What follows belongs to an exercise in optimizing a design on an open flow for small area; a production flow would make more cautious choices. Power is estimated from default activity; no workload was simulated.

job 2035:
## play_core
module play_core #(
    parameter time_per_step = 200,
    parameter time_per_food = 3,
    parameter total_food = 36,
    parameter food_a_color = 12'h48F,
    parameter food_b_color = 12'h00F,
    parameter WRITE_SNAKE = 2'b00,
    parameter UPDATE_SNAKE = 2'b01,
    parameter PAUSING = 2'b10,
    parameter GAME_OVER = 2'b11,
    parameter IDLE = 5'b00000,
    parameter DEL_TAILA = 5'b00001,
    parameter DEL_TAILB = 5'b00010,
    parameter PNT_TAILA = 5'b00011,
    parameter PNT_TAILB = 5'b00100,
    parameter PNT_HEADA = 5'b00101,
    parameter PNT_HEADB = 5'b00110,
    parameter JUG_EATA = 5'b00111,
    parameter JUG_EATB = 5'b01000,
    parameter CHANGE_DIRC_TAILA = 5'b01001,
    parameter CHANGE_DIRC_TAILB = 5'b01010,
    parameter EXT_TAILA = 5'b01011,
    parameter GET_INFO_TAILA = 5'b01100,
    parameter CHANGE_TO_TAILB = 5'b01101,
    parameter GET_INFO_TAILB = 5'b01110,
    parameter EXT_TAILB = 5'b01111,
    parameter SET_FOOD = 5'b10000,
    parameter GET_INFO_FOOD = 5'b10001,
    parameter JUG_FOOD_LOCTION = 5'b10010,
    parameter CHANGE_DIRC = 5'b10011,
    parameter LOCK_A = 5'b10100,
    parameter LOCK_B = 5'b10101,
    parameter LOCK = 5'b10110,
    parameter GROW_TAILB = 5'b10111
)(
    input clk,
    input rst,
    input play, pause,
    input [11:0] head_a_color, head_b_color,
    input [11:0] body_a_color, body_b_color,
    input BTNL_a, BTNR_a, BTNU_a, BTND_a,
    input BTNL_b, BTNR_b, BTNU_b, BTND_b,
    input [15:0] rdata,
    output reg [1:0] who_win,
    output reg over,
    output [31:0] len_a, len_b,
    output [2:0] food_time_out,
    output reg [5:0] food_count,
    output wire [12:0] waddr,
    output reg [15:0] wdata,
    output reg we
);
Size in the first run: roughly 1600 cells after synthesis, ~180 I/O pins, roughly 0.013 mm² of cells after synthesis.
Settings: LEC_CHECK=0, ABC_AREA=1, CAP_MARGIN=20, CORE_MARGIN=2, CORE_UTILIZATION=60, CTS_BUF_LIST=sky130_fd_sc_hd__clkbuf_16, CTS_CLUSTER_DIAMETER=100, CTS_CLUSTER_SIZE=20, PLACE_DENSITY=0.75, SLEW_MARGIN=20; clock period 12.0 ns.
standard.sh (not shown) runs the stock make flow with config.mk's settings and CLKGATE_MAP_FILE= SYNTH_SCRIPT=/design/flow/synth_recipe.tcl, a recipe that flattens the netlist after the stock synthesis.
==> flow/flow/run.sh <==
#!/bin/bash
# The standard layout (standard.sh) with these changes to how it is made:
#  - synthesis is synth_recipe.tcl with one addition (flow/abc_default.tcl):
#    ABC maps the logic with its default script for area; the registers
#    and their names are the same as the standard synthesis's
#  - no full/half-adder extraction before ABC (ADDER_MAP_FILE empty) and
#    no Kogge-Stone carry unit (the SYNTH_OPERATIONS_ARGS default)
#  - the port buffers that global placement adds are buf_1 cells
# Each tool's full output is in standard.log and in orfs/logs/.
set -euo pipefail
{
    head -n 1 synth_recipe.tcl
    cat flow/abc_default.tcl
    tail -n +2 synth_recipe.tcl
} > my_synth.tcl
bash standard.sh \
    ADDER_MAP_FILE= \
    SYNTH_OPERATIONS_ARGS=-noshare \
    "BUFFER_PORTS_ARGS=-buffer_cell sky130_fd_sc_hd__buf_1" \
    SYNTH_SCRIPT="$PWD/my_synth.tcl" \
    finish > standard.log 2>&1
==> flow/flow/abc_default.tcl <==
# Technology mapping with ABC's own default script for -liberty instead of
# the flow's abc_area / abc_speed script, which sizes and buffers cells for
# a delay target: drop the -script and -D arguments of the abc call.
proc abc {args} {
  set out {}
  set skip 0
  foreach a $args {
    if { $skip } { set skip 0; continue }
    if { $a eq "-script" || $a eq "-D" } { set skip 1; continue }
    lappend out $a
  }
  yosys abc {*}$out
}
### job 2035 -> job 6992
Settings: CTS_BUF_LIST now sky130_fd_sc_hd__clkbuf_8, was sky130_fd_sc_hd__clkbuf_16; CTS_CLUSTER_SIZE now 15, was 20.
### Flow results
Having completed the whole flow, job 6992 delivered a layout that passed the timing, DRC and antenna checks.
Re sequential share of layout area: job 2035 and job 6992 aren't equal, and the lower value belongs to job 2035.
Higher routed wire length was reported by job 2035, not job 6992.
Summary: with job 2035 as the reference, combinational power in job 6992 moved down slightly.
Final instance area came out lower on job 6992 than on job 2035.
Job 6992 and job 2035 ended up with roughly the same hold slack.
Function was not checked in any run of this note: the RTL went through the layout flow alone.

-- afterwards: timing with drivers on the ports --
No port has a modelled driver above. Below, the same layouts with a new extraction and two added sets of constraints. Step 1 (the two cells are an assumption about what drives the block):
set clk [get_ports {clk}]
set_driving_cell -lib_cell sky130_fd_sc_hd__clkbuf_16 $clk
set_driving_cell -lib_cell sky130_fd_sc_hd__buf_2 [delete_from_list [all_inputs] $clk]
Step 2 moves the port delays by t, midway between the first and last clock arrival at a register: inputs arrive t later, outputs are due t later. That takes back most of the time a late clock gives input paths. Slacks: no drivers / after step 1 / after step 2; pairs: no drivers / after step 1.
run	t, ns	slack for setup (ns)	hold slack, ns
job 2035	0.522	4.336 / 4.289 / 4.810	0.441 / 0.441 / 0.441
job 6992	0.583	4.261 / 4.215 / 4.797	0.439 / 0.439 / 0.439
After both steps setup and hold are still met in every run listed.
